This design comes from an exercise in tuning for small area and a short achievable clock period on the open sky130 flow, not from production work. The RTL was checked by simulation tests, not by an equivalence proof against the original design. Power figures rest on the tool's default switching activity, not on a simulated workload.

==> trial 82: inputs <==
// rv32i_cpu
module rv32i_cpu (
    input  wire        clk,
    input  wire        rst_n,
    input  wire        calc_start,
    input  wire [31:0] gcd_a,
    input  wire [31:0] gcd_b,
    output wire [31:0] gcd_result,
    output wire [31:0] imem_addr,
    input  wire [31:0] imem_data
);
==> flow/config.mk <==
export PLATFORM = sky130hd
export DESIGN_NAME = rv32i_cpu
export DESIGN_NICKNAME = rv32i_cpu
export VERILOG_FILES = /design/flow/design.v
export SDC_FILE = /design/flow/constraint.sdc
export NUM_CORES = 4
export LEC_CHECK = 0
export CAP_MARGIN = 20
export CORE_MARGIN = 2
export CORE_UTILIZATION = 30
export SETUP_SLACK_MARGIN = 4.5
export SLEW_MARGIN = 20
export SYNTH_HIERARCHICAL = 1
export TNS_END_PERCENT = 10
==> flow/constraint.sdc <==
create_clock -name core_clock -period 10.0 [get_ports {clk}]
set_input_delay 2.0000 -clock core_clock [delete_from_list [all_inputs] [get_ports {clk}]]
set_output_delay 2.0000 -clock core_clock [all_outputs]
set_load 0.01 [all_outputs]
standard.sh (not shown) runs the stock make flow with config.mk's settings and CLKGATE_MAP_FILE= SYNTH_SCRIPT=/design/flow/synth_recipe.tcl, a recipe that flattens the netlist after the stock synthesis.
==> flow/flow/run.sh <==
#!/bin/bash
# Layout flow: the standard synthesis, then every combinational cell is
# set to the smallest cell of its family (the synthesis maps many small
# hierarchical blocks and sizes their outputs for a generic load), then the
# standard flow from floorplan on, whose timing repair sizes cells up again
# where the timing needs it.  Port buffers are plain buffers.
set -euo pipefail
W=$(pwd)
bash standard.sh synth > "$W/log_synth.txt" 2>&1
ODB=$W/orfs/results/$FLOW_PLATFORM/rv32i_cpu/base/1_synth.odb
OR=$(command -v openroad || echo /OpenROAD-flow-scripts/tools/install/OpenROAD/bin/openroad)
ODB=$ODB "$OR" -no_splash -exit "$W/flow/downsize.tcl" > "$W/log_downsize.txt" 2>&1
# port buffers: a plain buffer (the default pick is a slow delay cell); the
# timing repair sizes them up where needed
bash standard.sh "BUFFER_PORTS_ARGS=-buffer_cell sky130_fd_sc_hd__buf_2" finish > "$W/log_finish.txt" 2>&1
==> flow/flow/downsize.tcl <==
# Set every combinational standard cell to the smallest cell of its family
# (same function and pins, drive strength suffix _N); at equal area take the
# stronger one.  Flip-flops keep the cell synthesis gave them.
read_db $::env(ODB)
set db [ord::get_db]
set block [ord::get_db_block]
set n 0
foreach inst [$block getInsts] {
  set m [$inst getMaster]
  set name [$m getName]
  if {![regexp {^(sky130_fd_sc_hd__[a-z0-9]+)_([0-9]+)$} $name -> base sz]} { continue }
  if {[regexp {__(df|dl|sdf|edf|sedf|conb|tap|fill|decap|clk)} $base]} { continue }
  set best $m
  set bw [$m getWidth]
  foreach s {0 1 2 3 4 6 8 12 16} {
    set c [$db findMaster "${base}_$s"]
    if {$c eq "NULL"} { continue }
    set w [$c getWidth]
    if {$w < $bw || ($w == $bw && $s > [regsub {.*_} [$best getName] {}])} {
      set best $c
      set bw $w
    }
  }
  if {$best ne $m} {
    $inst swapMaster $best
    incr n
  }
}
puts "downsize: swapped $n instances"
write_db $::env(ODB)
==> inputs of trial 35, as changes to trial 82 <==
--- a/flow/design.v
+++ b/flow/design.v
@@ -4374,140 +4374,131 @@
     input wire eq_n,
     input wire lt,
     input wire lt_n,
     input wire sel_eq,
     input wire sel_ne,
     input wire sel_lt,
     input wire sel_ge,
     input wire jal_n,
-    output wire [3:0] taken
+    output wire taken
 );
-    wire t_1, t_3, t_6, t_8, t_11, t_13, t_16, t_18;
+    wire t_1, t_3;
     rv32i_c_a22oi g2 (.a1(sel_eq), .a2(eq), .b1(sel_ne), .b2(eq_n), .y(t_1));
     rv32i_c_a22oi g4 (.a1(sel_lt), .a2(lt), .b1(sel_ge), .b2(lt_n), .y(t_3));
-    rv32i_c_nand3 g5 (.a(t_1), .b(t_3), .c(jal_n), .y(taken[0]));
-    rv32i_c_a22oi g7 (.a1(sel_eq), .a2(eq), .b1(sel_ne), .b2(eq_n), .y(t_6));
-    rv32i_c_a22oi g9 (.a1(sel_lt), .a2(lt), .b1(sel_ge), .b2(lt_n), .y(t_8));
-    rv32i_c_nand3 g10 (.a(t_6), .b(t_8), .c(jal_n), .y(taken[1]));
-    rv32i_c_a22oi g12 (.a1(sel_eq), .a2(eq), .b1(sel_ne), .b2(eq_n), .y(t_11));
-    rv32i_c_a22oi g14 (.a1(sel_lt), .a2(lt), .b1(sel_ge), .b2(lt_n), .y(t_13));
-    rv32i_c_nand3 g15 (.a(t_11), .b(t_13), .c(jal_n), .y(taken[2]));
-    rv32i_c_a22oi g17 (.a1(sel_eq), .a2(eq), .b1(sel_ne), .b2(eq_n), .y(t_16));
-    rv32i_c_a22oi g19 (.a1(sel_lt), .a2(lt), .b1(sel_ge), .b2(lt_n), .y(t_18));
-    rv32i_c_nand3 g20 (.a(t_16), .b(t_18), .c(jal_n), .y(taken[3]));
+    rv32i_c_nand3 g5 (.a(t_1), .b(t_3), .c(jal_n), .y(taken));
 endmodule
 module rv32i_npc (
     input wire [31:0] jt,
     input wire [31:0] tgt,
     input wire [31:0] alt,
     input wire jalr,
-    input wire [3:0] taken,
+    input wire taken,
     output wire [31:0] pc
 );
     wire m_1, j_3, m_6, j_8, m_11, j_13, m_16, j_18;
     wire m_21, j_23, m_26, j_28, m_31, j_33, m_36, j_38;
     wire m_41, j_43, m_46, j_48, m_51, j_53, m_56, j_58;
     wire m_61, j_63, m_66, j_68, m_71, j_73, m_76, j_78;
     wire m_81, j_83, m_86, j_88, m_91, j_93, m_96, j_98;
     wire m_101, j_103, m_106, j_108, m_111, j_113, m_116, j_118;
     wire m_121, j_123, m_126, j_128, m_131, j_133, m_136, j_138;
     wire m_141, j_143, m_146, j_148, m_151, j_153;
     assign pc[0] = 1'b0;
-    rv32i_c_mux2i g2 (.a0(alt[1]), .a1(tgt[1]), .s(taken[0]), .y(m_1));
+    rv32i_c_mux2i g2 (.a0(alt[1]), .a1(tgt[1]), .s(taken), .y(m_1));
     rv32i_c_nand2 g4 (.a(jalr), .b(jt[1]), .y(j_3));
     rv32i_c_o21ai g5 (.a1(jalr), .a2(m_1), .b1(j_3), .y(pc[1]));
-    rv32i_c_mux2i g7 (.a0(alt[2]), .a1(tgt[2]), .s(taken[0]), .y(m_6));
+    rv32i_c_mux2i g7 (.a0(alt[2]), .a1(tgt[2]), .s(taken), .y(m_6));
     rv32i_c_nand2 g9 (.a(jalr), .b(jt[2]), .y(j_8));
     rv32i_c_o21ai g10 (.a1(jalr), .a2(m_6), .b1(j_8), .y(pc[2]));
-    rv32i_c_mux2i g12 (.a0(alt[3]), .a1(tgt[3]), .s(taken[0]), .y(m_11));
+    rv32i_c_mux2i g12 (.a0(alt[3]), .a1(tgt[3]), .s(taken), .y(m_11));
     rv32i_c_nand2 g14 (.a(jalr), .b(jt[3]), .y(j_13));
     rv32i_c_o21ai g15 (.a1(jalr), .a2(m_11), .b1(j_13), .y(pc[3]));
-    rv32i_c_mux2i g17 (.a0(alt[4]), .a1(tgt[4]), .s(taken[0]), .y(m_16));
+    rv32i_c_mux2i g17 (.a0(alt[4]), .a1(tgt[4]), .s(taken), .y(m_16));
     rv32i_c_nand2 g19 (.a(jalr), .b(jt[4]), .y(j_18));
     rv32i_c_o21ai g20 (.a1(jalr), .a2(m_16), .b1(j_18), .y(pc[4]));
-    rv32i_c_mux2i g22 (.a0(alt[5]), .a1(tgt[5]), .s(taken[0]), .y(m_21));
+    rv32i_c_mux2i g22 (.a0(alt[5]), .a1(tgt[5]), .s(taken), .y(m_21));
     rv32i_c_nand2 g24 (.a(jalr), .b(jt[5]), .y(j_23));
     rv32i_c_o21ai g25 (.a1(jalr), .a2(m_21), .b1(j_23), .y(pc[5]));
-    rv32i_c_mux2i g27 (.a0(alt[6]), .a1(tgt[6]), .s(taken[0]), .y(m_26));
+    rv32i_c_mux2i g27 (.a0(alt[6]), .a1(tgt[6]), .s(taken), .y(m_26));
     rv32i_c_nand2 g29 (.a(jalr), .b(jt[6]), .y(j_28));
     rv32i_c_o21ai g30 (.a1(jalr), .a2(m_26), .b1(j_28), .y(pc[6]));
-    rv32i_c_mux2i g32 (.a0(alt[7]), .a1(tgt[7]), .s(taken[0]), .y(m_31));
+    rv32i_c_mux2i g32 (.a0(alt[7]), .a1(tgt[7]), .s(taken), .y(m_31));
     rv32i_c_nand2 g34 (.a(jalr), .b(jt[7]), .y(j_33));
     rv32i_c_o21ai g35 (.a1(jalr), .a2(m_31), .b1(j_33), .y(pc[7]));
-    rv32i_c_mux2i g37 (.a0(alt[8]), .a1(tgt[8]), .s(taken[1]), .y(m_36));
+    rv32i_c_mux2i g37 (.a0(alt[8]), .a1(tgt[8]), .s(taken), .y(m_36));
     rv32i_c_nand2 g39 (.a(jalr), .b(jt[8]), .y(j_38));
     rv32i_c_o21ai g40 (.a1(jalr), .a2(m_36), .b1(j_38), .y(pc[8]));
-    rv32i_c_mux2i g42 (.a0(alt[9]), .a1(tgt[9]), .s(taken[1]), .y(m_41));
+    rv32i_c_mux2i g42 (.a0(alt[9]), .a1(tgt[9]), .s(taken), .y(m_41));
     rv32i_c_nand2 g44 (.a(jalr), .b(jt[9]), .y(j_43));
     rv32i_c_o21ai g45 (.a1(jalr), .a2(m_41), .b1(j_43), .y(pc[9]));
-    rv32i_c_mux2i g47 (.a0(alt[10]), .a1(tgt[10]), .s(taken[1]), .y(m_46));
+    rv32i_c_mux2i g47 (.a0(alt[10]), .a1(tgt[10]), .s(taken), .y(m_46));
     rv32i_c_nand2 g49 (.a(jalr), .b(jt[10]), .y(j_48));
     rv32i_c_o21ai g50 (.a1(jalr), .a2(m_46), .b1(j_48), .y(pc[10]));
-    rv32i_c_mux2i g52 (.a0(alt[11]), .a1(tgt[11]), .s(taken[1]), .y(m_51));
+    rv32i_c_mux2i g52 (.a0(alt[11]), .a1(tgt[11]), .s(taken), .y(m_51));
     rv32i_c_nand2 g54 (.a(jalr), .b(jt[11]), .y(j_53));
     rv32i_c_o21ai g55 (.a1(jalr), .a2(m_51), .b1(j_53), .y(pc[11]));
-    rv32i_c_mux2i g57 (.a0(alt[12]), .a1(tgt[12]), .s(taken[1]), .y(m_56));
+    rv32i_c_mux2i g57 (.a0(alt[12]), .a1(tgt[12]), .s(taken), .y(m_56));
     rv32i_c_nand2 g59 (.a(jalr), .b(jt[12]), .y(j_58));
     rv32i_c_o21ai g60 (.a1(jalr), .a2(m_56), .b1(j_58), .y(pc[12]));
-    rv32i_c_mux2i g62 (.a0(alt[13]), .a1(tgt[13]), .s(taken[1]), .y(m_61));
+    rv32i_c_mux2i g62 (.a0(alt[13]), .a1(tgt[13]), .s(taken), .y(m_61));
     rv32i_c_nand2 g64 (.a(jalr), .b(jt[13]), .y(j_63));
     rv32i_c_o21ai g65 (.a1(jalr), .a2(m_61), .b1(j_63), .y(pc[13]));
-    rv32i_c_mux2i g67 (.a0(alt[14]), .a1(tgt[14]), .s(taken[1]), .y(m_66));
+    rv32i_c_mux2i g67 (.a0(alt[14]), .a1(tgt[14]), .s(taken), .y(m_66));
     rv32i_c_nand2 g69 (.a(jalr), .b(jt[14]), .y(j_68));
     rv32i_c_o21ai g70 (.a1(jalr), .a2(m_66), .b1(j_68), .y(pc[14]));
-    rv32i_c_mux2i g72 (.a0(alt[15]), .a1(tgt[15]), .s(taken[1]), .y(m_71));
+    rv32i_c_mux2i g72 (.a0(alt[15]), .a1(tgt[15]), .s(taken), .y(m_71));
     rv32i_c_nand2 g74 (.a(jalr), .b(jt[15]), .y(j_73));
     rv32i_c_o21ai g75 (.a1(jalr), .a2(m_71), .b1(j_73), .y(pc[15]));
-    rv32i_c_mux2i g77 (.a0(alt[16]), .a1(tgt[16]), .s(taken[2]), .y(m_76));
+    rv32i_c_mux2i g77 (.a0(alt[16]), .a1(tgt[16]), .s(taken), .y(m_76));
     rv32i_c_nand2 g79 (.a(jalr), .b(jt[16]), .y(j_78));
     rv32i_c_o21ai g80 (.a1(jalr), .a2(m_76), .b1(j_78), .y(pc[16]));
-    rv32i_c_mux2i g82 (.a0(alt[17]), .a1(tgt[17]), .s(taken[2]), .y(m_81));
+    rv32i_c_mux2i g82 (.a0(alt[17]), .a1(tgt[17]), .s(taken), .y(m_81));
     rv32i_c_nand2 g84 (.a(jalr), .b(jt[17]), .y(j_83));
     rv32i_c_o21ai g85 (.a1(jalr), .a2(m_81), .b1(j_83), .y(pc[17]));
-    rv32i_c_mux2i g87 (.a0(alt[18]), .a1(tgt[18]), .s(taken[2]), .y(m_86));
+    rv32i_c_mux2i g87 (.a0(alt[18]), .a1(tgt[18]), .s(taken), .y(m_86));
     rv32i_c_nand2 g89 (.a(jalr), .b(jt[18]), .y(j_88));
     rv32i_c_o21ai g90 (.a1(jalr), .a2(m_86), .b1(j_88), .y(pc[18]));
-    rv32i_c_mux2i g92 (.a0(alt[19]), .a1(tgt[19]), .s(taken[2]), .y(m_91));
+    rv32i_c_mux2i g92 (.a0(alt[19]), .a1(tgt[19]), .s(taken), .y(m_91));
     rv32i_c_nand2 g94 (.a(jalr), .b(jt[19]), .y(j_93));
     rv32i_c_o21ai g95 (.a1(jalr), .a2(m_91), .b1(j_93), .y(pc[19]));
-    rv32i_c_mux2i g97 (.a0(alt[20]), .a1(tgt[20]), .s(taken[2]), .y(m_96));
+    rv32i_c_mux2i g97 (.a0(alt[20]), .a1(tgt[20]), .s(taken), .y(m_96));
     rv32i_c_nand2 g99 (.a(jalr), .b(jt[20]), .y(j_98));
     rv32i_c_o21ai g100 (.a1(jalr), .a2(m_96), .b1(j_98), .y(pc[20]));
-    rv32i_c_mux2i g102 (.a0(alt[21]), .a1(tgt[21]), .s(taken[2]), .y(m_101));
+    rv32i_c_mux2i g102 (.a0(alt[21]), .a1(tgt[21]), .s(taken), .y(m_101));
     rv32i_c_nand2 g104 (.a(jalr), .b(jt[21]), .y(j_103));
     rv32i_c_o21ai g105 (.a1(jalr), .a2(m_101), .b1(j_103), .y(pc[21]));
-    rv32i_c_mux2i g107 (.a0(alt[22]), .a1(tgt[22]), .s(taken[2]), .y(m_106));
+    rv32i_c_mux2i g107 (.a0(alt[22]), .a1(tgt[22]), .s(taken), .y(m_106));
     rv32i_c_nand2 g109 (.a(jalr), .b(jt[22]), .y(j_108));
     rv32i_c_o21ai g110 (.a1(jalr), .a2(m_106), .b1(j_108), .y(pc[22]));
-    rv32i_c_mux2i g112 (.a0(alt[23]), .a1(tgt[23]), .s(taken[2]), .y(m_111));
+    rv32i_c_mux2i g112 (.a0(alt[23]), .a1(tgt[23]), .s(taken), .y(m_111));
     rv32i_c_nand2 g114 (.a(jalr), .b(jt[23]), .y(j_113));
     rv32i_c_o21ai g115 (.a1(jalr), .a2(m_111), .b1(j_113), .y(pc[23]));
-    rv32i_c_mux2i g117 (.a0(alt[24]), .a1(tgt[24]), .s(taken[3]), .y(m_116));
+    rv32i_c_mux2i g117 (.a0(alt[24]), .a1(tgt[24]), .s(taken), .y(m_116));
     rv32i_c_nand2 g119 (.a(jalr), .b(jt[24]), .y(j_118));
     rv32i_c_o21ai g120 (.a1(jalr), .a2(m_116), .b1(j_118), .y(pc[24]));
-    rv32i_c_mux2i g122 (.a0(alt[25]), .a1(tgt[25]), .s(taken[3]), .y(m_121));
+    rv32i_c_mux2i g122 (.a0(alt[25]), .a1(tgt[25]), .s(taken), .y(m_121));
     rv32i_c_nand2 g124 (.a(jalr), .b(jt[25]), .y(j_123));
     rv32i_c_o21ai g125 (.a1(jalr), .a2(m_121), .b1(j_123), .y(pc[25]));
-    rv32i_c_mux2i g127 (.a0(alt[26]), .a1(tgt[26]), .s(taken[3]), .y(m_126));
+    rv32i_c_mux2i g127 (.a0(alt[26]), .a1(tgt[26]), .s(taken), .y(m_126));
     rv32i_c_nand2 g129 (.a(jalr), .b(jt[26]), .y(j_128));
     rv32i_c_o21ai g130 (.a1(jalr), .a2(m_126), .b1(j_128), .y(pc[26]));
-    rv32i_c_mux2i g132 (.a0(alt[27]), .a1(tgt[27]), .s(taken[3]), .y(m_131));
+    rv32i_c_mux2i g132 (.a0(alt[27]), .a1(tgt[27]), .s(taken), .y(m_131));
     rv32i_c_nand2 g134 (.a(jalr), .b(jt[27]), .y(j_133));
     rv32i_c_o21ai g135 (.a1(jalr), .a2(m_131), .b1(j_133), .y(pc[27]));
-    rv32i_c_mux2i g137 (.a0(alt[28]), .a1(tgt[28]), .s(taken[3]), .y(m_136));
+    rv32i_c_mux2i g137 (.a0(alt[28]), .a1(tgt[28]), .s(taken), .y(m_136));
     rv32i_c_nand2 g139 (.a(jalr), .b(jt[28]), .y(j_138));
     rv32i_c_o21ai g140 (.a1(jalr), .a2(m_136), .b1(j_138), .y(pc[28]));
-    rv32i_c_mux2i g142 (.a0(alt[29]), .a1(tgt[29]), .s(taken[3]), .y(m_141));
+    rv32i_c_mux2i g142 (.a0(alt[29]), .a1(tgt[29]), .s(taken), .y(m_141));
     rv32i_c_nand2 g144 (.a(jalr), .b(jt[29]), .y(j_143));
     rv32i_c_o21ai g145 (.a1(jalr), .a2(m_141), .b1(j_143), .y(pc[29]));
-    rv32i_c_mux2i g147 (.a0(alt[30]), .a1(tgt[30]), .s(taken[3]), .y(m_146));
+    rv32i_c_mux2i g147 (.a0(alt[30]), .a1(tgt[30]), .s(taken), .y(m_146));
     rv32i_c_nand2 g149 (.a(jalr), .b(jt[30]), .y(j_148));
     rv32i_c_o21ai g150 (.a1(jalr), .a2(m_146), .b1(j_148), .y(pc[30]));
-    rv32i_c_mux2i g152 (.a0(alt[31]), .a1(tgt[31]), .s(taken[3]), .y(m_151));
+    rv32i_c_mux2i g152 (.a0(alt[31]), .a1(tgt[31]), .s(taken), .y(m_151));
     rv32i_c_nand2 g154 (.a(jalr), .b(jt[31]), .y(j_153));
     rv32i_c_o21ai g155 (.a1(jalr), .a2(m_151), .b1(j_153), .y(pc[31]));
 endmodule
 module rv32i_cpu (
     input  wire        clk,
     input  wire        rst_n,
     input  wire        calc_start,
     input  wire [31:0] gcd_a,
@@ -4648,17 +4639,17 @@
     wire en_p  = is_alu & (f3 == 3'b110);
     wire en_g  = is_alu & (f3 == 3'b111);
     rv32i_wmux u_wm (
         .s(sum), .sr(sr), .sl(sl), .x(lx), .p(lp), .g(lg), .q10(x10_q),
         .en_s(en_s), .en_sr(en_sr), .en_sl(en_sl), .en_x(en_x), .en_p(en_p), .en_g(en_g),
         .slt(en_lt & lt_br), .we10(we10), .we10_n(~we10),
         .wd(wdata), .d10(x10_d)
     );
-    wire [3:0] taken;    
+    wire taken;      
     rv32i_branch u_br (
         .eq(eq), .eq_n(eq_n), .lt(lt_br), .lt_n(lt_br_n),
         .sel_eq(is_br & (f3 == 3'b000)), .sel_ne(is_br & (f3 == 3'b001)),
         .sel_lt(is_br & (f3 == 3'b100)), .sel_ge(is_br & (f3 == 3'b101)),
         .jal_n(~is_jal), .taken(taken)
     );
     wire [31:0] pc4   = pc + 32'd4;
     wire [31:0] tgt;
- CORE_UTILIZATION: 30 -> 55
==> inputs of build 83, as changes to trial 82 <==
- PLACE_DENSITY: default -> 0.75
==> inputs of trial 15, as changes to trial 82 <==
- TNS_END_PERCENT: 10 -> 100
==> comparison <==
- In total power, trial 35 and build 83 hardly differ.
- Between build 83 and trial 35, the lower hold slack is in trial 35 (gap 0.0014 ns).
- Register-to-register slack: trial 35 is worse than trial 82 (0.28 ns).
- Between trial 15 and build 83, the lower clock-buffer cell count is in build 83 (gap 1).
- The lowest non-clock buffer count belongs to trial 35, the highest to trial 82.
- Against trial 35, the via count of trial 82 is smaller by 1.1%.
- The highest cell count belongs to trial 82, the lowest to trial 35.
- The lowest design area belongs to trial 35, the highest to trial 15.
- Trial 82 finished clean. Trial 35 completed with no timing, DRC or antenna violations. Trial 15 produced a clean layout. Build 83 went through all stages and came out clean.
- Area after synthesis is the same in trial 82 and trial 15.
- Between build 83 and trial 15, the lower fmax is in build 83 (gap 2.5%, measured against trial 15).

separate check: timing with driven ports:
The flow's constraints put no driver on any port. The routed layouts listed below were extracted and timed again, unchanged, in two steps.
Step 1 sets driving cells, clkbuf_16 on the clock port and buf_2 on the other inputs (assumed; they add their load-dependent delay and slew).
Step 2 adds t to the input delays and takes it off the output delays; t is the mean of the earliest and latest rising clock arrival at the registers after step 1. Input paths then give back, and output paths get back, about the clock's delay inside the block.
Slacks: no drivers / after step 1 / after step 2; pairs: no drivers / after step 1.
run	t (ns)	slack for setup (ns)	worst hold slack (ns)	worst setup path after step 2	clock arrival spread, ns
trial 82	0.841	4.142 / 4.181 / 3.340	0.456 / 0.456 / 0.456	input to register	0.058 / 0.059
trial 35	0.787	3.903 / 3.948 / 3.162	0.458 / 0.458 / 0.458	input to register	0.071 / 0.071
build 83	0.845	3.996 / 4.002 / 3.157	0.459 / 0.459 / 0.459	input to register	0.050 / 0.049
trial 15	0.818	4.146 / 4.201 / 3.383	0.460 / 0.460 / 0.460	input to register	0.092 / 0.093
After both steps every run listed still meets setup and hold. For build 83, which loses most, drivers alone change the setup slack by +0.006 ns; drivers and shift together by -0.839 ns.
